Context: an optimization exercise on an open-source flow, tuned for small area and a short achievable clock period. The choices shown serve that exercise and are no tape-out recipe. At most, simulation tests tie the RTL to the original design; equivalence was not proved. Only the layout flow was run in run 2; the RTL was not checked for function there. Power figures rest on the tool's default switching activity, not on a simulated workload.

### flow/design.v
module core(clk,
            rst_n,
            mem_wen_D,
            mem_addr_D,
            mem_wdata_D,
            mem_rdata_D,
            mem_addr_I,
            mem_rdata_I
);
input         clk, rst_n ;
output        mem_wen_D  ;   
output [31:0] mem_addr_D ;   
output [31:0] mem_wdata_D;   
input  [31:0] mem_rdata_D;   
output [31:0] mem_addr_I ;   
input  [31:0] mem_rdata_I;   
function [31:0] ble_conv ;
    input [31:0] data;
    ble_conv = {data[7:0], data[15:8], data[23:16], data[31:24]};
endfunction
wire [31:0] instruction;  
wire [31:0] reg_write_data;  
wire [31:0] d_mem_mux;
wire [31:0] alu_data_2;   
wire [31:0] pc_next ;     
wire [31:0] pc_mux ;      
wire [31:0] pc_add4;      
wire [31:0] adder_sum;    
reg [31:0] pc;           
wire [31:0] read_data1;
wire [31:0] read_data2;
wire reg_write;
register regfile0(
    .clk(clk), 
    .rst_n(rst_n), 
    .read_reg1(instruction[19:15]), 
    .read_reg2(instruction[24:20]),
    .write_reg(instruction[11:7]),
    .write_data(reg_write_data),
    .reg_write(reg_write),
    .read_data1(read_data1),
    .read_data2(read_data2)
);
wire jalr, jal, branch, mem_read, mem_write;
wire mem_to_reg, alu_src;
Control ctrl0(
    .instruction(instruction[6:0]),
    .jalr(jalr),
    .jal(jal),
    .branch(branch),
    .mem_read(mem_read),
    .mem_write(mem_write),
    .mem_to_reg(mem_to_reg),
    .alu_src(alu_src),
    .reg_write(reg_write)
);
wire [3:0] alu_ctrl;
ALU_control alu_control0(
    .op_43(instruction[4:3]),
    .funct3(instruction[14:12]),
    .funct7_5(instruction[30]),
    .alu_ctrl(alu_ctrl)
);
wire [31:0] alu_result;
wire        alu_zero;
ALU alu0(
    .data1(read_data1),
    .data2(alu_data_2),
    .alu_ctrl(alu_ctrl),
    .zero(alu_zero),
    .result(alu_result)
);
wire [31:0] imm;
Imm_Gen imm_gen0(
    .instruction(instruction),
    .imm(imm)
);
assign instruction = ble_conv(mem_rdata_I);  
assign pc_add4 = pc + 4;
assign adder_sum = pc + imm;
assign mem_addr_I = pc;
assign mem_addr_D = alu_result;
assign mem_wen_D = mem_write;
assign mem_wdata_D = ble_conv(read_data2);  
assign pc_next = (jalr) ? ((read_data1 + imm) & 32'hFFFFFFFE) : pc_mux;
assign pc_mux = (jal | branch & alu_zero) ? adder_sum : pc_add4;
assign d_mem_mux = (mem_read) ? ble_conv(mem_rdata_D) : alu_result;
assign alu_data_2 = (alu_src) ? imm : read_data2;
assign reg_write_data = (jal | jalr) ? pc_add4 : d_mem_mux;
always @(posedge clk) begin
    if (~rst_n) begin  
        pc <= 32'b0 ;
    end else begin
        pc <= pc_next ;
    end
end
endmodule
module Control (
    instruction,
    jalr,
    jal,
    branch,
    mem_read,
    mem_write,
    mem_to_reg,
    alu_src,
    reg_write
);
    input [6:0]     instruction ;
    output          jalr ;
    output          jal ;
    output          branch ;
    output          mem_read ;
    output          mem_write ;
    output          mem_to_reg ;
    output          alu_src ;
    output          reg_write ;
    assign jalr         = (instruction == 7'b1100111) ? 1'b1 : 1'b0 ;
    assign jal          = (instruction == 7'b1101111) ? 1'b1 : 1'b0 ;
    assign branch       = (instruction == 7'b1100011) ? 1'b1 : 1'b0 ;
    assign mem_read     = (instruction == 7'b0000011) ? 1'b1 : 1'b0 ;
    assign mem_write    = (instruction == 7'b0100011) ? 1'b1 : 1'b0 ;
    assign mem_to_reg   = (instruction == 7'b0000011) ? 1'b1 : 1'b0 ;
    assign alu_src      = (instruction == 7'b0110011 || instruction == 7'b1100011) ? 1'b0 : 1'b1 ;  
    assign reg_write    = (instruction == 7'b0100011 || instruction == 7'b1100011) ? 1'b0 : 1'b1 ;  
endmodule
module Imm_Gen (
    input       [31:0]      instruction,
    output  reg [31:0]      imm
);
always @(*) begin
    case(instruction[6:0])
        7'b0000011, 7'b1100111:  
            imm = {{21{instruction[31]}}, instruction[30:20]};
        7'b0100011:  
            imm = {{21{instruction[31]}}, instruction[30:25], instruction[11:7]};
        7'b1100011:  
            imm = {{20{instruction[31]}}, instruction[7], instruction[30:25], instruction[11:8], 1'b0};
        7'b0110111:  
            imm = {instruction[31:12], 12'b0};
        7'b1101111:  
            imm = {{12{instruction[31]}}, instruction[19:12], instruction[20], instruction[30:21], 1'b0};
        default: 
            imm = 32'b0; 
    endcase
end
endmodule
module ALU(
    input       [31:0] data1,
    input       [31:0] data2,
    input       [ 3:0] alu_ctrl,
    output             zero,
    output reg  [31:0] result
);
    assign zero = data1 == data2;  
    always @(*) begin
        case(alu_ctrl)
            4'b0000: result = data1 & data2;
            4'b0001: result = data1 | data2;
            4'b0010: result = data1 + data2;
            4'b0110: result = data1 - data2;
            4'b1000: result = ($signed(data1) < $signed(data2)) ? 32'b1 : 32'b0;
            default: result = 32'b0;
        endcase
    end
endmodule
module ALU_control (
    op_43,
    funct3,
    funct7_5,
    alu_ctrl
);
    input   [4:3] op_43;  
    input   [2:0] funct3;
    input   [5:5] funct7_5;  
    output  [3:0] alu_ctrl;
    assign alu_ctrl[0] = op_43[4] & funct3[2] & funct3[1] & (!funct3[0]);
    assign alu_ctrl[1] = !(op_43[4] & (!op_43[3]) & funct3[1]);
    assign alu_ctrl[2] = ((!op_43[4]) & (!funct3[1])) | (funct7_5 & op_43[4]);
    assign alu_ctrl[3] = op_43[4] & (!funct3[2]) & funct3[1];
endmodule
module register( 
    clk,
    rst_n,
    reg_write,
    read_reg1,
    read_reg2,
    write_reg,
    write_data,
    read_data1,
    read_data2
);
    input                   clk;
    input                   rst_n;
    input                   reg_write;
    input  [4:0]            read_reg1;
    input  [4:0]            read_reg2;
    input  [4:0]            write_reg;
    input  [31:0]           write_data;
    output [31:0]           read_data1;
    output [31:0]           read_data2;
    reg [31:0] regfile      [0:31];
    reg [31:0] regfile_next [1:31];
    assign read_data1 = regfile[read_reg1];
    assign read_data2 = regfile[read_reg2];
    integer i;
    always @(*) begin
        for (i = 1; i < 32; i = i + 1) begin
            regfile_next[i] = regfile[i];
        end
        if (reg_write && (write_reg != 5'b0)) begin 
            regfile_next[write_reg] = write_data;
        end 
    end
    always @(posedge clk) begin
        regfile[0] <= 32'b0;  
        if (~rst_n) begin  
            for (i = 1; i < 32; i = i + 1) begin
                regfile[i] <= 32'b0;
            end
        end else begin
            for (i = 1; i < 32; i = i + 1) begin
                regfile[i] <= regfile_next[i];
            end
        end
    end
endmodule
### flow/run.sh
#!/bin/bash
# synth_recipe.tcl (not shown) runs the flow's synth.tcl, then flattens the netlist and writes it again
# the make line also repeats each setting of config.mk as NAME=value (left out here)
make -C /OpenROAD-flow-scripts/flow DESIGN_CONFIG=/design/flow/config.mk WORK_HOME=/design/flow/orfs CLKGATE_MAP_FILE= SYNTH_SCRIPT=/design/flow/synth_recipe.tcl finish
### flow/config.mk
export PLATFORM = sky130hd
export DESIGN_NAME = core
export DESIGN_NICKNAME = core
export VERILOG_FILES = /design/flow/design.v
export SDC_FILE = /design/flow/constraint.sdc
export NUM_CORES = 4
export LEC_CHECK = 0
export CAP_MARGIN = 20
export CORE_MARGIN = 2
export CORE_UTILIZATION = 30
export SETUP_SLACK_MARGIN = 0.5
export SLEW_MARGIN = 20
### flow/constraint.sdc
create_clock -name core_clock -period 11.5 [get_ports {clk}]
set_input_delay 2.3000 -clock core_clock [delete_from_list [all_inputs] [get_ports {clk}]]
set_output_delay 2.3000 -clock core_clock [all_outputs]
set_load 0.01 [all_outputs]
==> results.tsv, run 1 <==
metric	value	unit
die_h	441	um
placed_area	64700	um^2
cts-buffers-inserted	113	
clock_latency	0.82	ns
post_drt_wl_per_cell	39.0	um
yosys.area.top_type	dfxtp_1	
syn_inst	7268	
fill_cells	19700	
fin_crit_sh	0.948	
final_cell_area	69300	um^2
tns	0	ns
final.setup.worst_slack	0.597	ns
fin_nets	7621	
status	complete, no violations	
yosysMostFrequentCell	dfxtp_1	
hold_class	register to register	
drtIter0Drc	12700	
cap_violations	0	
rows	160	
start_util	0.301	
drt_pass1_iterations	12	
netlist_top_cells_area	dfxtp_1 (36%), a22oi_1 (9.1%), o21ai_0 (6.0%), a21oi_1 (5.7%), clkbuf_1 (4.4%)	
synth-edff-count	0	
grt_pass1_vias	61500	
grt-ovfl-total	0	
synth_seq_area_share	0.358	
die_w	441	um
hold_slack	0.480	ns
drtAntennaViolNets	0	
clk_pin_slew_worst_paths	0.06	ns
slew_headroom	0.105	
r2r-start	regfile0.regfile[25][8]$_SDFFE_PN0P_	
drv_slew	0	
viasPerCell	6.85	
fin_cells	10000	
setup_viol	0	
yosys-top-cells-count	dfxtp_1 (1024), a22oi_1 (690), o21ai_0 (685)	
cts_tree	done	
pin_count	163	
drt-total-wl	390	mm
dieArea	194000	um^2
final_util	0.365	
clockRootBuffer	clkbuf_16	
max_freq	91.7	MHz
dp.cells	9745	
worstMarginPinSlew	1.34	ns
reg2reg_to	regfile0.regfile[26][27]$_SDFFE_PN0P_	
dp_hpwl	267	mm
end_kind	output port	
dp_slack	-0.153	ns
crit_end	mem_addr_D[29]	
dr_total_vias	68600	
yosys_register_bits	1024	
crit_required	9.20	ns
r2r_setup_slack	5.42	ns
synth_ff_type	dfxtp_1	
postCtsHoldBufs	0	
io_buffers	162	
netlist_area	57200	um^2
ir_drop	0.000114	V
ys_async_sr_fraction	0	
synth_warnings	6	
grt_max_degree	195	
clockBufferDepth	3	
clock-skew-final	0.0580	ns
syn_area_per_cell	7.87	um^2
r2r_cells	20	
grt_pass1_wl	524	mm
htreeDepth	3	
syn_to_final_growth	21.1	%
crit_path_start_kind	input pin	
hold_viol_final	0	
track_usage	0.384	
rsz0062_at_grt	no	
finalWorstPathRequiredPeriod	10.90	ns
crit_start	mem_rdata_I[10]	
cp_max_fo	11	
antenna_found_initial	32	
powerDensity	131	nW/um^2
power	9.06	mW
cts.sinks	1024	
drive_gt1_frac	0.146	
coreArea	190000	um^2
yosysTopAreaCellShare	0.358	
gp_congestion	1.12	
worst-setup-path-type	input pin to output port	
drcViolationCount	0	
power.leakage	26.0	nW
arrival	8.60	ns
ys_types	102	
how the worst min path moves through the flow:
stage	startpoint	to	slack, ns	cells past startpoint
floorplan	regfile0.regfile[8][16]$_SDFFE_PN0P_	regfile0.regfile[8][16]$_SDFFE_PN0P_	0.45	2
global placement	regfile0.regfile[28][17]$_SDFFE_PN0P_	regfile0.regfile[28][17]$_SDFFE_PN0P_	0.46	2
detailed placement	regfile0.regfile[19][16]$_SDFFE_PN0P_	regfile0.regfile[19][16]$_SDFFE_PN0P_	0.47	2
CTS	regfile0.regfile[19][16]$_SDFFE_PN0P_	regfile0.regfile[19][16]$_SDFFE_PN0P_	0.48	2
global route	regfile0.regfile[12][16]$_SDFFE_PN0P_	regfile0.regfile[12][16]$_SDFFE_PN0P_	0.50	2
finish	regfile0.regfile[19][16]$_SDFFE_PN0P_	regfile0.regfile[19][16]$_SDFFE_PN0P_	0.48	2
report_power, final:
part           internal [mW]  switching (mW)  total [mW]
Clock                   2.20            1.72        3.92
Combinational          0.412            1.02        1.43
Sequential              3.62          0.0890        3.71
Total                   6.23            2.83        9.06
what timing repair did:
item / in CTS / in global routing
resized for setup: 18 / 45
gates cloned: 0 / 0
setup endpoints to repair: 19 / 14
buffers inserted: 38 / 6
pin swaps: 15 / 7
final cells by class:
type / instances / area (um^2) / area share
sequential: 1024 / 20500 / 0.296
clock inverter: 51 / 678 / 0.00979
antenna: 27 / 67.6 / 0.000975
timing repair buffer: 761 / 6730 / 0.0971
multi-input combinational: 5348 / 34400 / 0.497
tap: 2511 / 3140 / 0.0454
clock buffer: 155 / 3180 / 0.0458
inverter: 145 / 552 / 0.00796
sequential cells by signal, summed over array words and instances, names as in the netlist, named ones only:
name	count
pc	31
regfile0.regfile	992
worst max-delay path, cell delays in order:
cell,delay (ns)
clkdlybuf4s50_1,0.71
or3b_2,0.35
nor2_4,0.19
buf_4,0.27
a22o_1,0.25
a221oi_1,0.31
nand3_1,0.11
or4_1,0.83
ha_2,0.60
inv_2,0.07
o31ai_1,0.30
a41oi_1,0.26
o21a_1,0.30
a21o_1,0.21
a2111oi_0,0.48
buf_4,0.20
nor2_4,0.04
buf_12,0.14
inv_1,0.07
clkdlybuf4s50_1,0.53
metal layers:
metal	vias up	track usage	routed length, um
li1	27800	-	-
met4	26	0.278	34200
met3	1705	0.138	53300
met2	5942	0.547	157000
met5	-	0.00819	379
met1	33100	0.473	145000
cells in the final DEF (no fill, tap or decap), types with 93 or more instances in the layout:
cell type        instances
a211oi_1               261
a21oi_1                643
a221oi_1               120
a22o_1                 120
a22oi_1                690
buf_4                  551
clkbuf_16              113
clkdlybuf4s50_1        152
dfxtp_1               1024
ha_1                   154
inv_1                  140
nand2_1                383
nand3_1                469
nand4_1                111
nor2_1                 498
nor3_1                  93
o21ai_0                674
o21ai_1                101
kinds of logic (layout without fill, tap and decap cells):
group	Yosys count	in the layout	synth area share
AOI/OAI and AO/OA	3153	3153	0.369
xor gates and xnor gates	93	93	0.0142
adders and majority gates	162	162	0.0360
buffers and inverters	896	1112	0.0609
DFF	1024	1024	0.358
muxes	23	23	0.00422
other	0	27	0
and+or+nand+nor	1917	1917	0.157
==> run 2, diff against run 1 <==
==> flow/design.v (replaced) <==
module core(clk,
            rst_n,
            mem_wen_D,
            mem_addr_D,
            mem_wdata_D,
            mem_rdata_D,
            mem_addr_I,
            mem_rdata_I
);
input         clk, rst_n;
output        mem_wen_D;
output [31:0] mem_addr_D;
output [31:0] mem_wdata_D;
input  [31:0] mem_rdata_D;
output [31:0] mem_addr_I;
input  [31:0] mem_rdata_I;
function [31:0] bswap;
    input [31:0] d;
    bswap = {d[7:0], d[15:8], d[23:16], d[31:24]};
endfunction
wire [31:0] inst = bswap(mem_rdata_I);
wire [4:0]  rs1  = inst[19:15];
wire [4:0]  rs2  = inst[24:20];
wire [4:0]  rd   = inst[11:7];
wire op_r    = inst[4];
wire op_lw   = ~inst[5];
wire op_sw   = ~inst[6] & inst[5] & ~inst[4];
wire op_beq  = inst[6] & ~inst[2];
wire op_jal  = inst[3];
wire op_jalr = inst[6] & inst[2] & ~inst[3];
wire op_link = inst[2];                       
wire reg_we  = inst[4] | ~inst[5] | inst[2];  
reg  [31:0] pc;
reg  [31:0] rf [1:31];
reg  [31:0] rdata1, rdata2;
integer i;
always @(*) begin
    rdata1 = 32'b0;
    rdata2 = 32'b0;
    for (i = 1; i < 32; i = i + 1) begin
        rdata1 = rdata1 | (rf[i] & {32{rs1 == i}});
        rdata2 = rdata2 | (rf[i] & {32{rs2 == i}});
    end
end
wire [31:0] imm_ls = {{21{inst[31]}}, inst[30:25], (inst[5] & ~inst[6]) ? inst[11:7] : inst[24:20]};
wire [31:0] addr   = rdata1 + imm_ls;
wire        is_sub = inst[30];
wire [31:0] addsub = is_sub ? (rdata1 - rdata2) : (rdata1 + rdata2);
wire [32:0] diff   = {1'b0, rdata1} - {1'b0, rdata2};
wire        lt     = (rdata1[31] ^ rdata2[31]) ? rdata1[31] : diff[31];
reg  [31:0] alu;
always @(*) begin
    if (inst[14])
        alu = inst[12] ? (rdata1 & rdata2) : (rdata1 | rdata2);
    else if (inst[13])
        alu = {31'b0, lt};
    else
        alu = addsub;
end
wire [31:0] pc4    = pc + 32'd4;
wire [31:0] imm_bj = inst[3] ? {{12{inst[31]}}, inst[19:12], inst[20], inst[30:21], 1'b0}
                             : {{20{inst[31]}}, inst[7], inst[30:25], inst[11:8], 1'b0};
wire [31:0] pc_tgt = pc + imm_bj;
wire        eq     = rdata1 == rdata2;
wire [31:0] pc_nxt = op_jalr ? {addr[31:1], 1'b0} :
                     (op_jal | (op_beq & eq)) ? pc_tgt : pc4;
wire [31:0] wdata = op_link ? pc4 : (op_lw ? bswap(mem_rdata_D) : alu);
always @(posedge clk) begin
    if (~rst_n) pc <= 32'b0;
    else        pc <= pc_nxt;
end
wire [31:0] wdata_g = wdata & {32{rst_n}};
integer j;
always @(posedge clk) begin
    for (j = 1; j < 32; j = j + 1)
        if (~rst_n | (reg_we & (rd == j)))
            rf[j] <= wdata_g;
end
assign mem_addr_I  = pc;
assign mem_wen_D   = op_sw;
assign mem_addr_D  = addr;
assign mem_wdata_D = bswap(rdata2);
endmodule
--- a/flow/config.mk
+++ b/flow/config.mk
@@ -8,5 +8,5 @@
 export CAP_MARGIN = 20
 export CORE_MARGIN = 2
-export CORE_UTILIZATION = 30
-export SETUP_SLACK_MARGIN = 0.5
+export CORE_UTILIZATION = 50
+export SETUP_SLACK_MARGIN = 3.0
 export SLEW_MARGIN = 20
==> run 2 against run 1 <==
- still clean on timing, DRC and antenna
- via count is 29% lower
- core utilization is 26 points higher
- critical path depth is 1 higher
- register-to-register slack better by 0.04 ns
- clock skew is 0.021 ns lower
- non-clock buffer count is 115 lower
- sequential cell count is 1 lower
- synthesized area is 10% lower
- first-iteration DRC count is 5.7% lower
- combinational power is 100% higher
- fmax is 20% higher
- worst setup slack better by 1.8 ns
- critical endpoint is now mem_addr_D[31]
- largest cell class is now flip-flops and latches
==> results.tsv, run 2 <==
metric	value	unit	change
syn_area_per_cell	12.3	um^2	+56%
cts-buffers-inserted	106		-6.2%
clock-skew-final	0.0371	ns	-0.0209 ns
syn_to_final_growth	24.3	%	
multi_input_area	21600	um^2	-37%
ir_drop	0.000183	V	+61%
hold_class	register to register		
io_buffers	159		-1.9%
synth-edff-count	992		+992
yosys-top-cells-count	edfxtp_1 (992), a22oi_1 (634), nand3_1 (236)		
synth_seq_area_share	0.592		+0.234
register_area	30400	um^2	+48%
start_util	0.504		+0.203
drt-total-wl	269	mm	-31%
fill_cells	7916		-60%
drv_slew	0		unchanged
post_drt_wl_per_cell	43.9	um	+13%
die_w	324	um	-26%
final_cell_area	63800	um^2	-7.9%
tns	0	ns	unchanged
crit_required	9.20	ns	about the same
synth_ff_type	edfxtp_1		
arrival	6.78	ns	-1.82 ns
dp_slack	0.615	ns	+0.768 ns
fin_crit_sh	0.790		-0.158
status	complete, no violations		
placed_area	56300	um^2	-13%
drtIter0Drc	11900		-5.7%
clock_latency	0.72	ns	-0.10 ns
dr_total_vias	48700		-29%
antenna_found_initial	22		-31%
die_h	324	um	-26%
netlist_area	51300	um^2	-10%
end_kind	output port		
yosysMostFrequentCell	edfxtp_1		
cap_violations	0		unchanged
grt_max_degree	64		-67%
drive_gt1_frac	0.214		+0.0686
worstMarginPinSlew	1.16	ns	-0.176 ns
rows	117		-27%
drcViolationCount	0		unchanged
grt_pass1_vias	44500		-28%
powerDensity	178	nW/um^2	+36%
clockBufferDepth	3		unchanged
max_freq	110	MHz	+20%
grt-ovfl-total	0		unchanged
dp_hpwl	156	mm	-42%
cts.sinks	1023		-0.098%
gp_congestion	1.02		-8.9%
regMostFlops	rf		
setup_viol	0		unchanged
final.setup.worst_slack	2.42	ns	+1.82 ns
viasPerCell	7.94		+16%
worst-setup-path-type	input pin to output port		
crit_path_start_kind	input pin		
top_regs	rf x992, pc x31		
ys_async_sr_fraction	0		unchanged
cts_tree	done		
clk_pin_slew_worst_paths	0.06	ns	about the same
slew_headroom	0.225		+0.119
final_cell_mix	edfxtp_1 (992), a22oi_1 (629), buf_4 (387)		
clockRootBuffer	clkbuf_16		
track_usage	0.491		+0.107
hold_viol_final	0		unchanged
fin_cells	6140		-39%
postCtsHoldBufs	0		unchanged
synth_warnings	2		-4
power.leakage	23.1	nW	-11%
finalWorstPathRequiredPeriod	9.08	ns	-1.82 ns
whs_path_depth	3		+1
coreArea	102000	um^2	-46%
grt_pass1_wl	358	mm	-32%
yosysTopAreaCellShare	0.580		+0.222
pin_count	163		unchanged
drtAntennaViolNets	0		unchanged
cp_max_fo	7		-4
fin_nets	4899		-36%
final_util	0.626		+0.261
rsz0062_at_grt	yes		
dp.cells	5648		-42%
ys_types	98		-3.9%
yosys.area.top_type	edfxtp_1		
layout_commonest_cell	edfxtp_1		
drt_pass1_iterations	12		unchanged
netlist_top_cells_area	edfxtp_1 (58%), a22oi_1 (9.3%), ha_1 (3.8%), a221oi_1 (2.6%), a22o_1 (2.4%)		
r2r_cells	18		-10%
syn_inst	4190		-42%
largest_register_ffs	992		unchanged
yosys_register_bits	1023		-0.098%
htreeDepth	3		unchanged
dieArea	105000	um^2	-46%
run 2: cell types whose count changed in the layout (fill, tap and decap cells not counted), moves of 164 or more:
| cell | change |
|---|---|
| a211oi_1 | -243 |
| a21oi_1 | -503 |
| buf_4 | -164 |
| dfxtp_1 | -993 |
| edfxtp_1 | +992 |
| nand2_1 | -208 |
| nand3_1 | -235 |
| nor2_1 | -342 |
| o21ai_0 | -565 |
run 2: cells by family (layout without fill, tap and decap cells):
kind of cell,count (synthesis),after routing,share of synthesized area
DFF,1023,1023,0.592
muxes,19,19,0.00395
adders and majority gates,162,162,0.0402
other,1,19,0.0000730
buffers and inverters,403,963,0.0303
xor gates and xnor gates,103,103,0.0177
and+or+nand+nor,946,949,0.0915
AOI/OAI and AO/OA,1533,1534,0.224
run 2: worst paths after layout:
| path | start | endpoint | slack, ns |
|---|---|---|---|
| setup / recovery | mem_rdata_I[10] | mem_addr_D[31] | 2.42 |
| hold / removal | pc[1]$_SDFFE_PN0P_ | pc[1]$_SDFFE_PN0P_ | 0.63 |
| setup reg to reg | rf[12][0]$_DFFE_PP_ | rf[28][22]$_DFFE_PP_ | 5.46 |
| hold reg to reg | pc[1]$_SDFFE_PN0P_ | pc[1]$_SDFFE_PN0P_ | 0.63 |
run 2: metrics by stage:
step,hold WS [ns],power [mW]
after floorplan,0.626,6.28
after global placement,0.605,7.50
after detailed placement,0.617,7.51
after CTS,0.625,11.1
after global routing,0.657,11.6
final,0.634,11.4
run 2: area by class of cell:
cell class,instances,share of cell area
Antenna cell,18,0.000706
Clock buffer,127,0.0438
Tap cell,1368,0.0268
Timing Repair Buffer,646,0.0960
Multi-Input combinational cell,2768,0.338
Clock inverter,64,0.0107
Inverter,126,0.00741
Sequential cell,1023,0.476
run 2: critical path: stages:
cell and delay [ns]:
buf_12 0.10, nand2b_4 0.19, buf_12 0.14, buf_4 0.12, nor2_4 0.05, buf_4 0.19
buf_4 0.21, a22oi_1 0.32, nand4_1 0.20, or4_4 0.55, ha_1 0.25, a21oi_1 0.20
nand2b_4 0.18, nor2b_2 0.18, or3b_4 0.42, o2111ai_4 0.22, a21oi_2 0.09, o41a_1 0.36
a21oi_2 0.19, xnor2_2 0.14, buf_2 0.16
run 2: layer usage:
metal,global-route usage,vias to the layer above,routed length (um)
met5,0.00362,-,479
li1,-,18100,-
met4,0.373,30,27800
met3,0.245,1754,48400
met2,0.684,5579,107000
met1,0.577,23200,86000
run 2: power breakdown:
part           switching [mW]  internal, mW  total [mW]
Sequential              0.296          4.66        4.96
Combinational            1.90          1.01        2.92
Clock                    1.53          1.98        3.51
run 2: what timing repair did:
item / 4_1_cts / 5_1_grt
endpoints found under the setup margin: 626 / 286
resized for setup: 318 / 98
cloned: 7 / 2
setup buffers: 233 / 39
pin swaps: 131 / 73
==> run 3, diff against run 2 <==
--- a/flow/design.v
+++ b/flow/design.v
@@ -23,5 +23,4 @@
 wire [4:0]  rs2  = inst[24:20];
 wire [4:0]  rd   = inst[11:7];
-wire op_r    = inst[4];
 wire op_lw   = ~inst[5];
 wire op_sw   = ~inst[6] & inst[5] & ~inst[4];
@@ -33,20 +32,32 @@
 reg  [31:0] pc;
 reg  [31:0] rf [1:31];
-reg  [31:0] rdata1, rdata2;
+wire [32*32-1:0] rf_flat;
+assign rf_flat[31:0] = 32'b0;
+genvar g;
+generate
+    for (g = 1; g < 32; g = g + 1) begin : flat
+        assign rf_flat[g*32 +: 32] = rf[g];
+    end
+endgenerate
+wire [31:0] rdata1, rdata2;
+reg  [31:0] rdata1_r, rdata2_r;
 integer i;
 always @(*) begin
-    rdata1 = 32'b0;
-    rdata2 = 32'b0;
-    for (i = 1; i < 32; i = i + 1) begin
-        rdata1 = rdata1 | (rf[i] & {32{rs1 == i}});
-        rdata2 = rdata2 | (rf[i] & {32{rs2 == i}});
+    rdata1_r = 32'b0;
+    rdata2_r = 32'b0;
+    for (i = 0; i < 32; i = i + 1) begin
+        rdata1_r = rdata1_r | (rf_flat[i*32 +: 32] & {32{rs1 == i}});
+        rdata2_r = rdata2_r | (rf_flat[i*32 +: 32] & {32{rs2 == i}});
     end
 end
+assign rdata1 = rdata1_r;
+assign rdata2 = rdata2_r;
 wire [31:0] imm_ls = {{21{inst[31]}}, inst[30:25], (inst[5] & ~inst[6]) ? inst[11:7] : inst[24:20]};
-wire [31:0] addr   = rdata1 + imm_ls;
-wire        is_sub = inst[30];
-wire [31:0] addsub = is_sub ? (rdata1 - rdata2) : (rdata1 + rdata2);
-wire [32:0] diff   = {1'b0, rdata1} - {1'b0, rdata2};
-wire        lt     = (rdata1[31] ^ rdata2[31]) ? rdata1[31] : diff[31];
+wire [31:0] addr;
+ks_add32 addr_add(.a(rdata1), .b(imm_ls), .ci(1'b0), .s(addr));
+wire        inv_b  = inst[30] | inst[13] | inst[6];    
+wire [31:0] addsub;
+ks_add32 alu_add(.a(rdata1), .b(rdata2 ^ {32{inv_b}}), .ci(inv_b), .s(addsub));
+wire        lt     = (rdata1[31] ^ rdata2[31]) ? rdata1[31] : addsub[31];
 reg  [31:0] alu;
 always @(*) begin
@@ -82,2 +93,56 @@
 assign mem_wdata_D = bswap(rdata2);
 endmodule
+module ks_add32(
+    input  [31:0] a,
+    input  [31:0] b,
+    input         ci,
+    output [31:0] s
+);
+wire [31:0] p0, g0;
+ks_pg    pg(.a(a), .b(b), .ci(ci), .p(p0), .g(g0));
+wire [31:0] gn1, pn1, g2, p2, gn3, pn3, g4, p4, gn5, pn5;
+ks_lvl_n #(.D(1))  l1(.g(g0),  .p(p0),  .go(gn1), .po(pn1));
+ks_lvl_p #(.D(2))  l2(.gn(gn1), .pn(pn1), .go(g2),  .po(p2));
+ks_lvl_n #(.D(4))  l3(.g(g2),  .p(p2),  .go(gn3), .po(pn3));
+ks_lvl_p #(.D(8))  l4(.gn(gn3), .pn(pn3), .go(g4),  .po(p4));
+ks_lvl_n #(.D(16)) l5(.g(g4),  .p(p4),  .go(gn5), .po(pn5));
+ks_sum   sm(.p(p0), .ci(ci), .cn(gn5), .s(s));
+endmodule
+module ks_pg(
+    input  [31:0] a,
+    input  [31:0] b,
+    input         ci,
+    output [31:0] p,
+    output [31:0] g
+);
+assign p = a ^ b;
+assign g = {a[31:1] & b[31:1], (a[0] & b[0]) | ((a[0] | b[0]) & ci)};
+endmodule
+module ks_lvl_n #(parameter D = 1) (
+    input  [31:0] g,
+    input  [31:0] p,
+    output [31:0] go,
+    output [31:0] po
+);
+localparam [31:0] LOW = (32'd1 << D) - 32'd1;
+assign go = ~(g | (p & (g << D)));
+assign po = ~(p & ((p << D) | LOW));
+endmodule
+module ks_lvl_p #(parameter D = 1) (
+    input  [31:0] gn,
+    input  [31:0] pn,
+    output [31:0] go,
+    output [31:0] po
+);
+localparam [31:0] LOW = (32'd1 << D) - 32'd1;
+assign go = ~(gn & (pn | (gn << D) | LOW));
+assign po = ~(pn | (pn << D));
+endmodule
+module ks_sum(
+    input  [31:0] p,
+    input         ci,
+    input  [31:0] cn,
+    output [31:0] s
+);
+assign s = p ^ {~cn[30:0], ci};
+endmodule
--- a/flow/config.mk
+++ b/flow/config.mk
@@ -11,2 +11,4 @@
 export SETUP_SLACK_MARGIN = 3.0
 export SLEW_MARGIN = 20
+export SYNTH_HIERARCHICAL = 1
+export SYNTH_MINIMUM_KEEP_SIZE = 0
==> run 3 against run 2 <==
- cell area down 2.0%
- fmax grew 3.2%
- sequential share of layout area up 0.95 points
- cell count is 1.4% lower
- combinational power hardly changed
- sequential power is 3% lower
- power decreased by 1.9%
- clock power down 2%
- wire length is 0.11% higher
- critical endpoint is now mem_wdata_D[12]
==> results.tsv, run 3 <==
metric	value	unit	change
viasPerCell	7.88		-0.71%
clockRootBuffer	clkbuf_16		
rows	117		unchanged
drt-total-wl	270	mm	+0.11%
critical_path.max_stage_delay	0.80	ns	+0.25 ns
drive_gt1_frac	0.207		-0.00753
powerDensity	178	nW/um^2	about the same
end_kind	output port		
syn_inst	4177		-0.31%
clk_pin_slew_worst_paths	0.06	ns	about the same
start_util	0.502		-0.00167
grt_max_degree	67		+4.7%
multi_input_area	21200	um^2	-1.6%
hold_slack	0.678	ns	+0.0437 ns
clock_latency	0.73	ns	about the same
syn_to_final_growth	22.8	%	
crit_required	9.20	ns	about the same
cts.sinks	1023		unchanged
register_area	30400	um^2	unchanged
cts-buffers-inserted	104		-1.9%
antenna_found_initial	23		+4.5%
power.leakage	22.5	nW	-2.6%
path_cells	clkdlybuf4s50_1 > or2_2 > nor2_4 > buf_4 > a22o_1 > a221oi_1 > nand4_1 > or3_1 > buf_4 > clkdlybuf4s50_1		
cp_max_fo	32		+25
crit_start	mem_rdata_I[12]		
largest_register_ffs	992		unchanged
setup_viol	0		unchanged
postCtsHoldBufs	0		unchanged
final_cell_mix	edfxtp_1 (992), a22oi_1 (615), buf_4 (339)		
drtAntennaViolNets	0		unchanged
io_buffers	159		unchanged
clock-skew-final	0.0303	ns	-0.00673 ns
hold_path.startpoint	pc[1]$_SDFFE_PN0P_		
coreArea	101000	um^2	-0.43%
arrival	6.50	ns	-0.28 ns
dp_hpwl	158	mm	+1.5%
cts_tree	done		
drt_pass1_iterations	10		-2
pin_count	163		unchanged
rsz0062_at_grt	yes		
fin_crit_sh	0.765		-0.0245
die_h	323	um	-0.38%
r2r_setup_slack	6.13	ns	+0.67 ns
grt_pass1_wl	356	mm	-0.64%
slew_headroom	0.171		-0.0537
drtIter0Drc	12100		+1.5%
gp_congestion	1.03		+0.81%
status	complete, no violations		
grt_pass1_vias	43400		-2.6%
holdPathEnd	pc[1]$_SDFFE_PN0P_		
post_drt_wl_per_cell	44.6	um	+1.5%
track_usage	0.504		+0.0131
regMostFlops	rf		
r2r_cells	15		-3
reg2reg_to	pc[12]$_SDFF_PN0_		
clockBufferDepth	3		unchanged
dp.cells	5650		+0.035%
crit_path_start_kind	input pin		
cap_violations	0		unchanged
worst-setup-path-type	input pin to output port		
fin_cells	6055		-1.4%
dieArea	104000	um^2	-0.75%
fill_cells	7930		+0.18%
die_w	323	um	-0.38%
drv_slew	0		unchanged
dr_total_vias	47700		-2.1%
hold_class	register to register		
ir_drop	0.000171	V	-6.8%
r2r-start	rf[27][31]$_DFFE_PP_		
top_regs	rf x992, pc x31		
max_freq	114	MHz	+3.2%
finalWorstPathRequiredPeriod	8.80	ns	-0.281 ns
tns	0	ns	unchanged
worstMarginPinSlew	1.23	ns	+0.0717 ns
whs_path_depth	2		-1
hold_viol_final	0		unchanged
synth_warnings	8		+6
syn_area_per_cell	12.2	um^2	-0.45%
fin_nets	4818		-1.7%
drcViolationCount	0		unchanged
grt-ovfl-total	0		unchanged
cpMaxStageDelayCell	buf_4		
htreeDepth	3		unchanged
netlist_area	51000	um^2	-0.76%
layout_commonest_cell	edfxtp_1		
final_util	0.617		-0.00961
## run 3: final cells by class
type | count | area share
antenna | 21 | 0.000840
multi-input combinational | 2759 | 0.339
clock buffer | 116 | 0.0430
inverter | 143 | 0.00858
tap | 1368 | 0.0274
timing repair buffer | 559 | 0.0843
clock inverter | 66 | 0.0107
sequential | 1023 | 0.486
## run 3: per-stage QoR
step / area [um^2] / power (mW) / setup slack [ns]
after floorplan: 51000 / 6.11 / 4.01
after global placement: 55900 / 7.32 / 0.980
after detailed placement: 55900 / 7.32 / 1.01
after CTS: 61800 / 10.9 / 2.90
after global routing: 62500 / 11.4 / 2.87
final: 62600 / 11.2 / 2.70
## run 3: worst max-delay path: cells and delay by family
kind	cells	cell delay [ns]
buffers and inverters	4	2.34
and+or+nand+nor	4	1.50
AOI/OAI and AO/OA	2	0.31
## run 3: routing by layer
metal,vias up,track usage,part of all wire
li1,17700,-,-
met1,22600,0.581,0.31
met2,5583,0.696,0.40
met3,1722,0.265,0.18
met4,22,0.403,0.11
met5,-,0.00278,0.0015
## run 3: power breakdown
group          switching (mW)  internal (mW)  leakage (nW)
sequential              0.253           4.56          10.5
combinational            1.91          0.990          10.4
clock                    1.51           1.94          1.62
total                    3.67           7.49          22.5
## run 3: timing repair
action                                  CTS  global route
pin swaps                                95            50
resized for setup                       236           106
endpoints found under the setup margin  555           370
cloned                                    2             3
setup buffers                           171            22
## run 3: worst max-delay path by stage
| stage | slack [ns] | endpoint |
|---|---|---|
| 2_1_floorplan | 4.01 | mem_addr_D[25] |
| 3_3_place_gp | 0.98 | mem_addr_D[26] |
| 3_5_place_dp | 1.01 | mem_addr_D[30] |
| 4_1_cts | 2.90 | mem_addr_D[26] |
| 5_1_grt | 2.87 | mem_wdata_D[20] |
| 6_report | 2.70 | mem_wdata_D[12] |
==> run 4, diff against run 3 <==
==> flow/flow/run.sh (new file) <==
#!/bin/bash
# The standard layout, with the port buffers made as buf_4 instead of the
# default choice (a delay buffer). Runs in the standard flow's work folder.
set -euo pipefail
export BUFFER_PORTS_ARGS="-buffer_cell sky130_fd_sc_hd__buf_4"
bash standard.sh > standard.log 2>&1
==> flow/standard.sh (new file) <==
#!/bin/bash
# synth_recipe.tcl (not shown) runs the flow's synth.tcl, then flattens the netlist and writes it again
# the make line also repeats each setting of config.mk as NAME=value (left out here)
make -C /OpenROAD-flow-scripts/flow DESIGN_CONFIG=/design/flow/config.mk WORK_HOME=/design/flow/orfs CLKGATE_MAP_FILE= SYNTH_SCRIPT=/design/flow/synth_recipe.tcl "${@:-finish}"
--- a/flow/config.mk
+++ b/flow/config.mk
@@ -8,5 +8,5 @@
 export CAP_MARGIN = 20
 export CORE_MARGIN = 2
-export CORE_UTILIZATION = 50
+export CORE_UTILIZATION = 40
 export SETUP_SLACK_MARGIN = 3.0
 export SLEW_MARGIN = 20
removed: flow/run.sh
==> run 4 against run 3 <==
- die area grew 25%
- via count shrank 3.1%
- register-to-register slack lost 0.39 ns
- largest power group unchanged
- count of clock-buffer cells in the layout grew 5
- cell count grew 1.9%
- cell area shrank 3.6%
- sequential power is essentially flat
- still clean
- sequential cell count is the same
==> results.tsv, run 4 <==
metric	value	unit	change
drtIter0Drc	10900		-10%
layout_commonest_cell	edfxtp_1		
worst-setup-path-type	input pin to output port		
die_h	361	um	+12%
cts.sinks	1023		unchanged
dp_hpwl	152	mm	-3.7%
start_util	0.404		-0.0981
grt_pass1_vias	42300		-2.5%
track_usage	0.384		-0.120
cts_tree	done		
cpMaxStageDelayCell	nor2_4		
r2r_setup_slack	5.74	ns	-0.39 ns
antenna_found_initial	12		-48%
synth_warnings	8		unchanged
clock_latency	0.72	ns	about the same
hold_class	register to register		
grt-ovfl-total	0		unchanged
ir_drop	0.000117	V	-31%
cp_max_fo	13		-59%
post_drt_wl_per_cell	42.4	um	-4.9%
drcViolationCount	0		unchanged
tns	0	ns	unchanged
crit_path_start_kind	input pin		
drv_slew	0		unchanged
top_regs	rf x992, pc x31		
end_kind	output port		
path_depth	17		+7
path_cells	buf_4 > nand3_2 > nor2_4 > buf_4 > a22o_1 > a221oi_1 > nand3_1 > nor2_1 > nand2_2 > ha_2 > a21oi_1 > o21ai_1 > a21oi_1 > o21ai_1 > a21oi_2 > xnor2_2 > buf_4		
critical_path.max_stage_delay	0.86	ns	+0.06 ns
postCtsHoldBufs	0		unchanged
dr_total_vias	46200		-3.1%
setup_viol	0		unchanged
syn_to_final_growth	18.4	%	
r2r-start	rf[27][15]$_DFFE_PP_		
dieArea	130000	um^2	+25%
rows	130		+11%
grt_pass1_wl	347	mm	-2.6%
cp_num_buf_inv	3		-1
crit_family	simple AND/OR/NAND/NOR gates		
whs_path_depth	2		unchanged
syn_area_per_cell	12.2	um^2	unchanged
finalWorstPathRequiredPeriod	8.65	ns	-0.153 ns
crit_end	mem_addr_D[24]		
die_w	361	um	+12%
drive_gt1_frac	0.190		-0.0168
cap_violations	0		unchanged
clk_pin_slew_worst_paths	0.07	ns	about the same
drt-total-wl	261	mm	-3.1%
regMostFlops	rf		
io_buffers	159		unchanged
status	complete, no violations		
clockRootBuffer	clkbuf_16		
r2r_cells	16		+1
clockBufferDepth	3		unchanged
rsz0062_at_grt	yes		
netlist_area	51000	um^2	unchanged
cp_common_cell	buf_4		
reg2reg_to	rf[17][16]$_DFFE_PP_		
crit_required	9.20	ns	about the same
power	10.9	mW	-2.6%
fin_nets	4655		-3.4%
viasPerCell	7.49		-4.9%
arrival	6.35	ns	-0.15 ns
crit_start	mem_rdata_I[10]		
max_freq	116	MHz	+1.8%
fin_crit_sh	0.752		-0.0133
grt_max_degree	67		unchanged
pin_count	163		unchanged
largest_register_ffs	992		unchanged
worstMarginPinSlew	1.24	ns	+0.00567 ns
hold_viol_final	0		unchanged
slew_headroom	0.173		+0.00213
power.leakage	21.5	nW	-4.3%
cts-buffers-inserted	104		unchanged
gp_congestion	0.997		-2.9%
powerDensity	180	nW/um^2	+1.0%
clock-skew-final	0.0509	ns	+0.0206 ns
htreeDepth	3		unchanged
drtAntennaViolNets	0		unchanged
final_cell_mix	edfxtp_1 (992), a22oi_1 (616), buf_4 (356)		
drt_pass1_iterations	11		+1
syn_inst	4177		unchanged
coreArea	126000	um^2	+24%
## run 4: changes by cell type in the layout (fill, tap and decap cells not counted), sizes merged, moves of 2 or more
cell / before / now
buf: 410 / 398
clkdlybuf4s50: 117 / 0
dlygate4sd2: 17 / 0
nor2: 247 / 245
clkinvlp: 9 / 11
dlymetal6s2s: 9 / 0
diode: 21 / 9
clkinv: 42 / 44
## run 4: timing repair
| action | 4_1_cts | 5_1_grt |
|---|---|---|
| endpoints found under the setup margin | 93 | 183 |
| gates resized for setup | 61 | 70 |
| pin swaps | 12 | 24 |
| cloned | 1 | 2 |
| buffers inserted | 44 | 29 |
## run 4: routing by layer
layer	GRT usage	wire (um)	up-vias
li1	-	-	17400
met1	0.464	85300	22200
met2	0.531	103000	5212
met3	0.192	49100	1397
met4	0.269	23400	10
met5	0.00407	195	-
## run 4: how the worst min path moves through the flow
stage                       start            endpoint  slack, ns
4_1_cts        pc[1]$_SDFFE_PN0P_  pc[1]$_SDFFE_PN0P_       0.57
3_3_place_gp   pc[1]$_SDFFE_PN0P_  pc[1]$_SDFFE_PN0P_       0.55
5_1_grt        pc[1]$_SDFFE_PN0P_  pc[1]$_SDFFE_PN0P_       0.60
3_5_place_dp   pc[1]$_SDFFE_PN0P_  pc[1]$_SDFFE_PN0P_       0.56
6_report       pc[1]$_SDFFE_PN0P_  pc[1]$_SDFFE_PN0P_       0.58
2_1_floorplan  pc[1]$_SDFFE_PN0P_  pc[1]$_SDFFE_PN0P_       0.53
## run 4: metrics by stage
| stage | util | worst slack, ns | cells | area (um^2) | hold WS (ns) |
|---|---|---|---|---|---|
| after global routing | 0.479 | 2.91 | 6164 | 60300 | 0.597 |
| after CTS | 0.473 | 2.96 | 6124 | 59600 | 0.567 |
| after global placement | 0.440 | 2.04 | 5889 | 55500 | 0.553 |
| after floorplan | - | 4.01 | 4179 | 51000 | 0.527 |
| after detailed placement | 0.440 | 2.01 | 5889 | 55500 | 0.557 |
| final | 0.479 | 2.85 | 6170 | 60300 | 0.576 |
## run 4: layout make-up
type	instances	area [um^2]
Antenna cell	9	22.5
Timing Repair Buffer	398	3420
Inverter	143	537
Multi-Input combinational cell	2757	20500
Fill cell	11100	65700
Sequential cell	1023	30400
Clock buffer	121	2710
Tap cell	1650	2060
Clock inverter	69	686
## run 4: power by group
part / internal, mW / leakage [nW] / total [mW] / switching, mW
Sequential: 4.56 / 10.5 / 4.81 / 0.249
Combinational: 0.837 / 9.46 / 2.60 / 1.77
Clock: 1.95 / 1.63 / 3.47 / 1.52
Total: 7.35 / 21.5 / 10.9 / 3.53
## run 4: worst min-delay path: cells and delay by family (launching register included)
family	cells	cell delay, ns
AOI/OAI and AO/OA	1	0.08
DFF	1	0.37
and+or+nand+nor	1	0.08
==> run 5, diff against run 4 <==
--- a/flow/design.v
+++ b/flow/design.v
@@ -41,22 +41,13 @@
 endgenerate
 wire [31:0] rdata1, rdata2;
-reg  [31:0] rdata1_r, rdata2_r;
-integer i;
-always @(*) begin
-    rdata1_r = 32'b0;
-    rdata2_r = 32'b0;
-    for (i = 0; i < 32; i = i + 1) begin
-        rdata1_r = rdata1_r | (rf_flat[i*32 +: 32] & {32{rs1 == i}});
-        rdata2_r = rdata2_r | (rf_flat[i*32 +: 32] & {32{rs2 == i}});
-    end
-end
-assign rdata1 = rdata1_r;
-assign rdata2 = rdata2_r;
+wire [31:0] rdata1_a, rdata2_a;    
+rf_port rp1(.sel(rs1), .regs(rf_flat), .q(rdata1_a), .q2(rdata1));
+rf_port rp2(.sel(rs2), .regs(rf_flat), .q(rdata2_a), .q2(rdata2));
 wire [31:0] imm_ls = {{21{inst[31]}}, inst[30:25], (inst[5] & ~inst[6]) ? inst[11:7] : inst[24:20]};
 wire [31:0] addr;
-ks_add32 addr_add(.a(rdata1), .b(imm_ls), .ci(1'b0), .s(addr));
+ks_add32 #(.CI(0)) addr_add(.a(rdata1_a), .b(imm_ls), .ci(1'b0), .s(addr));
 wire        inv_b  = inst[30] | inst[13] | inst[6];    
 wire [31:0] addsub;
-ks_add32 alu_add(.a(rdata1), .b(rdata2 ^ {32{inv_b}}), .ci(inv_b), .s(addsub));
+ks_add32 #(.CI(1)) alu_add(.a(rdata1), .b(rdata2 ^ {32{inv_b}}), .ci(inv_b), .s(addsub));
 wire        lt     = (rdata1[31] ^ rdata2[31]) ? rdata1[31] : addsub[31];
 reg  [31:0] alu;
@@ -91,7 +82,7 @@
 assign mem_wen_D   = op_sw;
 assign mem_addr_D  = addr;
-assign mem_wdata_D = bswap(rdata2);
-endmodule
-module ks_add32(
+assign mem_wdata_D = bswap(rdata2_a);
+endmodule
+module ks_add32 #(parameter CI = 1) (
     input  [31:0] a,
     input  [31:0] b,
@@ -100,5 +91,6 @@
 );
 wire [31:0] p0, g0;
-ks_pg    pg(.a(a), .b(b), .ci(ci), .p(p0), .g(g0));
+wire ci_u = CI ? ci : 1'b0;
+ks_pg #(.CI(CI)) pg(.a(a), .b(b), .ci(ci_u), .p(p0), .g(g0));
 wire [31:0] gn1, pn1, g2, p2, gn3, pn3, g4, p4, gn5, pn5;
 ks_lvl_n #(.D(1))  l1(.g(g0),  .p(p0),  .go(gn1), .po(pn1));
@@ -107,7 +99,7 @@
 ks_lvl_p #(.D(8))  l4(.gn(gn3), .pn(pn3), .go(g4),  .po(p4));
 ks_lvl_n #(.D(16)) l5(.g(g4),  .p(p4),  .go(gn5), .po(pn5));
-ks_sum   sm(.p(p0), .ci(ci), .cn(gn5), .s(s));
-endmodule
-module ks_pg(
+ks_sum #(.CI(CI)) sm(.p(p0), .ci(ci_u), .cn(gn5), .s(s));
+endmodule
+module ks_pg #(parameter CI = 1) (
     input  [31:0] a,
     input  [31:0] b,
@@ -116,6 +108,13 @@
     output [31:0] g
 );
-assign p = a ^ b;
-assign g = {a[31:1] & b[31:1], (a[0] & b[0]) | ((a[0] | b[0]) & ci)};
+ks_xor  px(.a(a), .b(b), .y(p));
+ks_gen #(.CI(CI)) gx(.a(a), .b(b), .ci(ci), .g(g));
+endmodule
+module ks_xor(input [31:0] a, input [31:0] b, output [31:0] y);
+assign y = a ^ b;
+endmodule
+module ks_gen #(parameter CI = 1) (input [31:0] a, input [31:0] b, input ci, output [31:0] g);
+wire c = CI ? ci : 1'b0;
+assign g = {a[31:1] & b[31:1], (a[0] & b[0]) | ((a[0] | b[0]) & c)};
 endmodule
 module ks_lvl_n #(parameter D = 1) (
@@ -139,5 +138,5 @@
 assign po = ~(pn | (pn << D));
 endmodule
-module ks_sum(
+module ks_sum #(parameter CI = 1) (
     input  [31:0] p,
     input         ci,
@@ -145,4 +144,71 @@
     output [31:0] s
 );
-assign s = p ^ {~cn[30:0], ci};
-endmodule
+wire c = CI ? ci : 1'b0;
+assign s = p ^ {~cn[30:0], c};
+endmodule
+module rf_port(
+    input  [4:0]       sel,
+    input  [32*32-1:0] regs,
+    output [31:0]      q,
+    output [31:0]      q2
+);
+wire [3:0] lo_n;
+wire [7:0] hi_n;
+rf_pre2 p2(.s(sel[1:0]), .y_n(lo_n));
+rf_pre3 p3(.s(sel[4:2]), .y_n(hi_n));
+wire [31:0] oh_l, oh_h;
+rf_dec dl(.lo_n(lo_n), .hi_n(hi_n), .oh(oh_l));
+rf_dec dh(.lo_n(lo_n), .hi_n(hi_n), .oh(oh_h));
+genvar r, k;
+generate
+    for (k = 0; k < 32; k = k + 1) begin : bt
+        wire [31:1] col;
+        for (r = 1; r < 32; r = r + 1) begin : c
+            assign col[r] = regs[r*32 + k];
+        end
+        if (k < 16) begin : l
+            rf_bit m(.oh(oh_l[31:1]), .d(col), .q(q[k]), .q2(q2[k]));
+        end else begin : h
+            rf_bit m(.oh(oh_h[31:1]), .d(col), .q(q[k]), .q2(q2[k]));
+        end
+    end
+endgenerate
+endmodule
+module rf_pre2(input [1:0] s, output [3:0] y_n);
+assign y_n = ~(4'd1 << s);
+endmodule
+module rf_pre3(input [2:0] s, output [7:0] y_n);
+assign y_n = ~(8'd1 << s);
+endmodule
+module rf_dec(input [3:0] lo_n, input [7:0] hi_n, output [31:0] oh);
+genvar r;
+generate
+    for (r = 0; r < 32; r = r + 1) begin : d
+        g_nor2 n(.a(lo_n[r % 4]), .b(hi_n[r / 4]), .y(oh[r]));
+    end
+endgenerate
+endmodule
+module rf_bit(input [31:1] oh, input [31:1] d, output q, output q2);
+wire [3:0] o;
+wire [1:0] n;
+rf_oct7 g0(.oh(oh[7:1]), .d(d[7:1]), .q(o[0]));
+rf_oct g1(.oh(oh[15:8]),  .d(d[15:8]),  .q(o[1]));
+rf_oct g2(.oh(oh[23:16]), .d(d[23:16]), .q(o[2]));
+rf_oct g3(.oh(oh[31:24]), .d(d[31:24]), .q(o[3]));
+g_nor2  n0(.a(o[0]), .b(o[1]), .y(n[0]));
+g_nor2  n1(.a(o[2]), .b(o[3]), .y(n[1]));
+g_nand2 n2(.a(n[0]), .b(n[1]), .y(q));
+g_nand2 n3(.a(n[0]), .b(n[1]), .y(q2));
+endmodule
+module rf_oct(input [7:0] oh, input [7:0] d, output q);
+assign q = |(oh & d);
+endmodule
+module rf_oct7(input [7:1] oh, input [7:1] d, output q);
+assign q = |(oh & d);
+endmodule
+module g_nor2(input a, input b, output y);
+assign y = ~(a | b);
+endmodule
+module g_nand2(input a, input b, output y);
+assign y = ~(a & b);
+endmodule
--- a/flow/config.mk
+++ b/flow/config.mk
@@ -9,6 +9,7 @@
 export CORE_MARGIN = 2
 export CORE_UTILIZATION = 40
-export SETUP_SLACK_MARGIN = 3.0
+export SETUP_SLACK_MARGIN = 3.5
 export SLEW_MARGIN = 20
 export SYNTH_HIERARCHICAL = 1
 export SYNTH_MINIMUM_KEEP_SIZE = 0
+export TNS_END_PERCENT = 5
==> run 5 against run 4 <==
- count of clock-buffer cells in the layout rose by 7
- worst hold slack better by 0.13 ns
- power fell by 0.93%
- global-route usage decreased by 9.5 points
- critical path type unchanged
==> results.tsv, run 5 <==
metric	value	unit	change
status	complete, no violations		
viasPerCell	6.56		-12%
grt_pass1_vias	38700		-8.4%
dr_total_vias	42200		-8.8%
hold_path.startpoint	pc[1]$_SDFFE_PN0P_		
worst-setup-path-type	input pin to output port		
antenna_found_initial	10		-2
worstMarginPinSlew	1.23	ns	-0.0144 ns
crit_path_start_kind	input pin		
cp_max_fo	13		unchanged
power.leakage	21.6	nW	+0.23%
crit_start	mem_rdata_I[23]		
drtAntennaViolNets	0		unchanged
drive_gt1_frac	0.197		+0.00662
io_buffers	159		unchanged
start_util	0.403		-0.000745
hold_class	register to register		
grt_max_degree	66		-1.5%
crit_required	9.20	ns	about the same
syn_to_final_growth	20.6	%	
critical_path.max_stage_delay	0.37	ns	-0.49 ns
cpMaxStageDelayCell	xnor2_1		
path_cells	buf_4 > or2_4 > clkbuf_16 > nor2_4 > buf_12 > buf_4 > a22oi_1 > nand4_1 > nor2_4 > nand2_2 > xor2_4 > nand2_2 > o21ai_2 > a21oi_2 > inv_1 > inv_1 > xnor2_1 > buf_4		
syn_area_per_cell	11.9	um^2	-2.5%
pin_count	163		unchanged
cts.sinks	1023		unchanged
clock-skew-final	0.0274	ns	-0.0235 ns
cts_tree	done		
clk_pin_slew_worst_paths	0.06	ns	about the same
rsz0062_at_grt	yes		
grt_pass1_wl	271	mm	-22%
r2r-start	rf[1][26]$_DFFE_PP_		
whs_path_depth	2		unchanged
cap_violations	0		unchanged
layout_commonest_cell	edfxtp_1		
clockBufferDepth	3		unchanged
fin_crit_sh	0.708		-0.0435
tns	0	ns	unchanged
dieArea	130000	um^2	-0.44%
finalWorstPathRequiredPeriod	8.15	ns	-0.501 ns
coreArea	126000	um^2	-0.26%
rows	130		unchanged
hold_viol_final	0		unchanged
end_kind	output port		
dp_hpwl	129	mm	-15%
netlist_area	50700	um^2	-0.44%
clockRootBuffer	clkbuf_16		
grt-ovfl-total	0		unchanged
htreeDepth	3		unchanged
final_cell_mix	edfxtp_1 (992), a22oi_1 (926), buf_4 (364)		
top_regs	rf x992, pc x31		
fin_nets	4852		+4.2%
die_h	360	um	-0.22%
ir_drop	0.000134	V	+15%
drt-total-wl	198	mm	-24%
arrival	5.85	ns	-0.50 ns
slew_headroom	0.183		+0.00960
drcViolationCount	0		unchanged
regMostFlops	rf		
final.setup.worst_slack	3.35	ns	+0.501 ns
final_util	0.487		+0.00803
max_freq	123	MHz	+6.1%
drtIter0Drc	6432		-41%
setup_viol	0		unchanged
post_drt_wl_per_cell	30.8	um	-27%
cp_common_cell	buf_4		
dp.cells	6179		+4.9%
cts-buffers-inserted	103		-0.96%
clock_latency	0.75	ns	+0.03 ns
drv_slew	0		unchanged
drt_pass1_iterations	7		-4
largest_register_ffs	992		unchanged
gp_congestion	0.981		-1.6%
fill_cells	11100		-0.53%
syn_inst	4264		+2.1%
r2r_cells	14		-2
dp_slack	2.44	ns	+0.439 ns
powerDensity	176	nW/um^2	-2.3%
track_usage	0.289		-0.0951
synth_warnings	8		unchanged
fin_cells	6424		+4.1%
die_w	360	um	-0.22%
-- run 5: cell count changes in the layout (fill, tap and decap cells not counted), sizes merged, moves of 51 or more --
| cell | change |
|---|---|
| nand2 | +84 |
| xor2 | +62 |
| a22oi | +310 |
| and2 | +60 |
| or4 | -51 |
| nand3 | -134 |
| nand4 | +143 |
| a221oi | -157 |
| a22o | -154 |
| nor2 | +195 |
| ha | -66 |
-- run 5: report_power, final --
group	total, mW	switching [mW]	internal, mW
Clock	3.38	1.46	1.92
Sequential	4.77	0.209	4.56
Combinational	2.63	1.77	0.863
-- run 5: cell type report --
cell class	instances	area [um^2]	share of cell area
Antenna cell	3	7.51	0.000123
Clock buffer	128	2710	0.0443
Clock inverter	58	628	0.0103
Inverter	134	503	0.00822
Multi-Input combinational cell	3044	21800	0.356
Sequential cell	1023	30400	0.497
Tap cell	1650	2060	0.0337
Timing Repair Buffer	384	3090	0.0505
-- run 5: critical path: cells and delay by family --
kind            cells  cell delay (ns)
compound gates      3             0.50
simple gates        6             1.22
xor+xnor            2             0.66
buf+inv             7             1.11
-- run 5: per-stage QoR --
step | area [um^2] | hold WS, ns | power [mW]
floorplan | 50700 | 0.592 | 6.15
global placement | 55500 | 0.670 | 7.11
detailed placement | 55500 | 0.678 | 7.15
CTS | 59800 | 0.695 | 10.6
global route | 61200 | 0.723 | 11.1
finish | 61200 | 0.709 | 10.8
-- run 5: repair_timing --
item | CTS | global route
pin swaps | 22 | 79
hold buffers | 0 | 0
cloned | 0 | 2
endpoints found under the setup margin | 31 | 29
buffers inserted | 22 | 32
gates resized for setup | 134 | 228
-- run 5: final timing paths --
check	end	slack, ns
worst max-delay path	mem_addr_D[8]	3.35
worst min-delay path	pc[1]$_SDFFE_PN0P_	0.71
worst max register to register	pc[10]$_SDFF_PN0_	6.20
worst min register to register	pc[1]$_SDFFE_PN0P_	0.71
-- run 5: layer usage --
layer,part of all wire,global-route usage,vias up
li1,-,-,18000
met1,0.39,0.386,21000
met2,0.45,0.451,2727
met3,0.12,0.0679,393
met4,0.046,0.126,12
met5,0.00044,0,-
==> run 6, diff against run 5 <==
--- a/flow/design.v
+++ b/flow/design.v
@@ -23,5 +23,5 @@
 wire [4:0]  rs2  = inst[24:20];
 wire [4:0]  rd   = inst[11:7];
-wire op_lw   = ~inst[5];
+wire op_lw_n = inst[5];
 wire op_sw   = ~inst[6] & inst[5] & ~inst[4];
 wire op_beq  = inst[6] & ~inst[2];
@@ -46,18 +46,9 @@
 wire [31:0] imm_ls = {{21{inst[31]}}, inst[30:25], (inst[5] & ~inst[6]) ? inst[11:7] : inst[24:20]};
 wire [31:0] addr;
-ks_add32 #(.CI(0)) addr_add(.a(rdata1_a), .b(imm_ls), .ci(1'b0), .s(addr));
+ks_add32 #(.CI(0), .INV(0)) addr_add(.a(rdata1_a), .b(imm_ls), .ci(1'b0), .s(addr));
 wire        inv_b  = inst[30] | inst[13] | inst[6];    
 wire [31:0] addsub;
-ks_add32 #(.CI(1)) alu_add(.a(rdata1), .b(rdata2 ^ {32{inv_b}}), .ci(inv_b), .s(addsub));
+ks_add32 #(.CI(1), .INV(1)) alu_add(.a(rdata1), .b(rdata2), .ci(inv_b), .s(addsub));    
 wire        lt     = (rdata1[31] ^ rdata2[31]) ? rdata1[31] : addsub[31];
-reg  [31:0] alu;
-always @(*) begin
-    if (inst[14])
-        alu = inst[12] ? (rdata1 & rdata2) : (rdata1 | rdata2);
-    else if (inst[13])
-        alu = {31'b0, lt};
-    else
-        alu = addsub;
-end
 wire [31:0] pc4    = pc + 32'd4;
 wire [31:0] imm_bj = inst[3] ? {{12{inst[31]}}, inst[19:12], inst[20], inst[30:21], 1'b0}
@@ -67,10 +58,23 @@
 wire [31:0] pc_nxt = op_jalr ? {addr[31:1], 1'b0} :
                      (op_jal | (op_beq & eq)) ? pc_tgt : pc4;
-wire [31:0] wdata = op_link ? pc4 : (op_lw ? bswap(mem_rdata_D) : alu);
+wire        r_op    = ~op_link & op_lw_n & ~inst[14];           
+wire        sel_add = rst_n & r_op & ~inst[13];
+wire        sel_slt = rst_n & r_op & inst[13];
+wire [31:0] logic_r = inst[12] ? (rdata1 & rdata2) : (rdata1 | rdata2);
+wire [31:0] rest    = {32{rst_n}} & (op_link ? pc4 :
+                                    (~op_lw_n ? bswap(mem_rdata_D) :
+                                    (inst[14] ? logic_r : 32'b0)));
+wire [31:0] wdata_g;
+g_ao221 wb0(.a1(addsub[0]), .a2(sel_add), .b1(lt), .b2(sel_slt), .c(rest[0]), .y(wdata_g[0]));
+genvar w;
+generate
+    for (w = 1; w < 32; w = w + 1) begin : wb
+        g_ao21 m(.a1(addsub[w]), .a2(sel_add), .b(rest[w]), .y(wdata_g[w]));
+    end
+endgenerate
 always @(posedge clk) begin
     if (~rst_n) pc <= 32'b0;
     else        pc <= pc_nxt;
 end
-wire [31:0] wdata_g = wdata & {32{rst_n}};
 integer j;
 always @(posedge clk) begin
@@ -84,5 +88,5 @@
 assign mem_wdata_D = bswap(rdata2_a);
 endmodule
-module ks_add32 #(parameter CI = 1) (
+module ks_add32 #(parameter CI = 1, parameter INV = 0) (
     input  [31:0] a,
     input  [31:0] b,
@@ -92,5 +96,5 @@
 wire [31:0] p0, g0;
 wire ci_u = CI ? ci : 1'b0;
-ks_pg #(.CI(CI)) pg(.a(a), .b(b), .ci(ci_u), .p(p0), .g(g0));
+ks_pg #(.CI(CI), .INV(INV)) pg(.a(a), .b(b), .ci(ci_u), .p(p0), .g(g0));
 wire [31:0] gn1, pn1, g2, p2, gn3, pn3, g4, p4, gn5, pn5;
 ks_lvl_n #(.D(1))  l1(.g(g0),  .p(p0),  .go(gn1), .po(pn1));
@@ -101,5 +105,5 @@
 ks_sum #(.CI(CI)) sm(.p(p0), .ci(ci_u), .cn(gn5), .s(s));
 endmodule
-module ks_pg #(parameter CI = 1) (
+module ks_pg #(parameter CI = 1, parameter INV = 0) (
     input  [31:0] a,
     input  [31:0] b,
@@ -108,13 +112,15 @@
     output [31:0] g
 );
-ks_xor  px(.a(a), .b(b), .y(p));
-ks_gen #(.CI(CI)) gx(.a(a), .b(b), .ci(ci), .g(g));
-endmodule
-module ks_xor(input [31:0] a, input [31:0] b, output [31:0] y);
-assign y = a ^ b;
-endmodule
-module ks_gen #(parameter CI = 1) (input [31:0] a, input [31:0] b, input ci, output [31:0] g);
+ks_xor #(.INV(INV)) px(.a(a), .b(b), .inv(ci), .y(p));
+ks_gen #(.CI(CI), .INV(INV)) gx(.a(a), .b(b), .ci(ci), .g(g));
+endmodule
+module ks_xor #(parameter INV = 0) (input [31:0] a, input [31:0] b, input inv, output [31:0] y);
+wire i = INV ? inv : 1'b0;
+assign y = a ^ b ^ {32{i}};
+endmodule
+module ks_gen #(parameter CI = 1, parameter INV = 0) (input [31:0] a, input [31:0] b, input ci, output [31:0] g);
 wire c = CI ? ci : 1'b0;
-assign g = {a[31:1] & b[31:1], (a[0] & b[0]) | ((a[0] | b[0]) & c)};
+wire [31:0] bx = INV ? (b ^ {32{ci}}) : b;
+assign g = {a[31:1] & bx[31:1], (a[0] & bx[0]) | ((a[0] | bx[0]) & c)};
 endmodule
 module ks_lvl_n #(parameter D = 1) (
@@ -213,2 +219,8 @@
 assign y = ~(a & b);
 endmodule
+module g_ao21(input a1, input a2, input b, output y);
+assign y = (a1 & a2) | b;
+endmodule
+module g_ao221(input a1, input a2, input b1, input b2, input c, output y);
+assign y = (a1 & a2) | (b1 & b2) | c;
+endmodule
--- a/flow/config.mk
+++ b/flow/config.mk
@@ -9,4 +9,6 @@
 export CORE_MARGIN = 2
 export CORE_UTILIZATION = 40
+export CTS_CLUSTER_DIAMETER = 80
+export CTS_CLUSTER_SIZE = 20
 export SETUP_SLACK_MARGIN = 3.5
 export SLEW_MARGIN = 20
==> run 6 against run 5 <==
- worst setup slack improved by 0.11 ns
- power fell by 10%
- non-clock buffer count rose by 14
- sequential share of layout area rose by 1.2 points
- critical path depth fell by 1
- clock power fell by 35%
- still clean on timing, DRC and antenna
- highest routed layer unchanged
==> results.tsv, run 6 <==
metric	value	unit	change
rows	131		+0.77%
tns	0	ns	unchanged
clock_latency	0.70	ns	-0.05 ns
rsz0062_at_grt	yes		
die_w	362	um	+0.49%
drtIter0Drc	6633		+3.1%
regMostFlops	rf		
syn_to_final_growth	16.7	%	
crit_path_start_kind	input pin		
cap_violations	0		unchanged
dieArea	131000	um^2	+0.98%
final.setup.worst_slack	3.46	ns	+0.108 ns
dr_total_vias	42300		+0.33%
status	complete, no violations		
gp_congestion	1.03		+4.8%
clk_pin_slew_worst_paths	0.08	ns	+0.02 ns
max_freq	124	MHz	+1.3%
finalWorstPathRequiredPeriod	8.04	ns	-0.108 ns
arrival	5.74	ns	-0.11 ns
largest_register_ffs	992		unchanged
setup_viol	0		unchanged
top_regs	rf x992, pc x31		
drtAntennaViolNets	0		unchanged
drcViolationCount	0		unchanged
dp_hpwl	133	mm	+2.4%
met1_usage	0.410		+0.0239
met2_usage	0.447		-0.00315
clockBufferDepth	3		unchanged
htreeDepth	2		-1
fin_crit_sh	0.699		-0.00942
cp_max_fo	9		-4
track_usage	0.293		+0.00328
pin_count	163		unchanged
grt_max_degree	69		+4.5%
final_cell_mix	edfxtp_1 (992), a22oi_1 (896), buf_4 (365)		
clock-skew-final	0.0486	ns	+0.0212 ns
power.leakage	21.2	nW	-1.7%
grt_pass1_vias	38700		-0.17%
grt_pass1_wl	276	mm	+1.8%
ir_drop	0.000126	V	-6.6%
synth_warnings	8		unchanged
clockRootBuffer	clkbuf_16		
use_met3	0.0590		-0.00894
dp_slack	2.20	ns	-0.243 ns
start_util	0.402		-0.00119
end_kind	output port		
powerDensity	162	nW/um^2	-8.2%
worst-setup-path-type	input pin to output port		
antenna_found_initial	6		-4
power	9.66	mW	-10%
crit_required	9.20	ns	about the same
cts_tree	done		
io_buffers	159		unchanged
slew_headroom	0.228		+0.0454
syn_inst	4259		-0.12%
syn_area_per_cell	12.0	um^2	+1.1%
die_h	362	um	+0.49%
layout_commonest_cell	edfxtp_1		
viasPerCell	6.66		+1.5%
fin_nets	4820		-0.66%
drt_pass1_iterations	7		unchanged
hold_class	register to register		
grt-ovfl-total	0		unchanged
coreArea	127000	um^2	+1.3%
drt-total-wl	201	mm	+1.7%
post_drt_wl_per_cell	31.6	um	+2.9%
cts-buffers-inserted	60		-42%
grt-busiest-layer	met2		
cts.sinks	1023		unchanged
netlist_area	51200	um^2	+0.99%
hold_viol_final	0		unchanged
worstMarginPinSlew	1.16	ns	-0.0681 ns
drv_slew	0		unchanged
drive_gt1_frac	0.174		-0.0222
## run 6: worst max-delay path, cell delays in order
cell	delay, ns
buf_6	0.15
nand3b_1	0.20
buf_12	0.16
nor2_4	0.04
buf_4	0.17
a22oi_1	0.20
nand4_1	0.30
nor2_1	0.40
nand2_2	0.22
xor2_4	0.28
nand2_1	0.17
nor2_2	0.22
nand2_1	0.13
o21ai_2	0.21
a21oi_2	0.11
xnor2_2	0.27
buf_4	0.19
## run 6: repair_timing
item                       in CTS  in global routing
hold endpoints to repair        0                  0
setup endpoints to repair      31                 29
resized for setup             161                146
hold buffers                    0                  0
gates cloned                    0                  2
pin swaps                      27                 62
buffers inserted               42                 31
## run 6: per-layer routing
metal	wire length (um)	part of all wire
met4	8470	0.042
met5	38	0.00019
met3	24300	0.12
met1	79300	0.39
met2	88800	0.44
## run 6: final timing paths
kind | cells past startpoint | slack (ns) | to | start
worst min register to register | 2 | 0.69 | pc[1]$_SDFFE_PN0P_ | pc[1]$_SDFFE_PN0P_
worst min-delay path | 2 | 0.69 | pc[1]$_SDFFE_PN0P_ | pc[1]$_SDFFE_PN0P_
worst max-delay path | 17 | 3.46 | mem_addr_D[31] | mem_rdata_I[9]
worst max register to register | 13 | 6.44 | pc[28]$_SDFF_PN0_ | rf[1][28]$_DFFE_PP_
## run 6: final cells by class
class	instances	area [um^2]
Timing Repair Buffer	398	3260
Multi-Input combinational cell	3034	21800
Tap cell	1662	2080
Sequential cell	1023	30400
Inverter	141	529
Antenna cell	1	2.50
Clock inverter	9	108
Clock buffer	80	1600
Fill cell	11400	67600
## run 6: where the power goes
group          switching [mW]  internal (mW)
combinational            1.77          0.882
clock                    1.22          0.982
sequential              0.217           4.58
## run 6: metrics by stage
step	util	area (um^2)	hold slack (ns)	std cells
finish	0.469	59800	0.695	6348
global route	0.469	59800	0.711	6348
CTS	0.461	58800	0.680	6313
detailed placement	0.439	55900	0.668	6182
global placement	0.439	55900	0.678	6182
floorplan	-	51200	0.592	4259

Check on run 6: ideal ports give 3.462 ns setup slack; a clkbuf_16 on the clock port and buf_2 on the inputs give 3.415 ns; moving port delays by the midpoint clock arrival (0.748 ns) as well gives 2.981 ns.
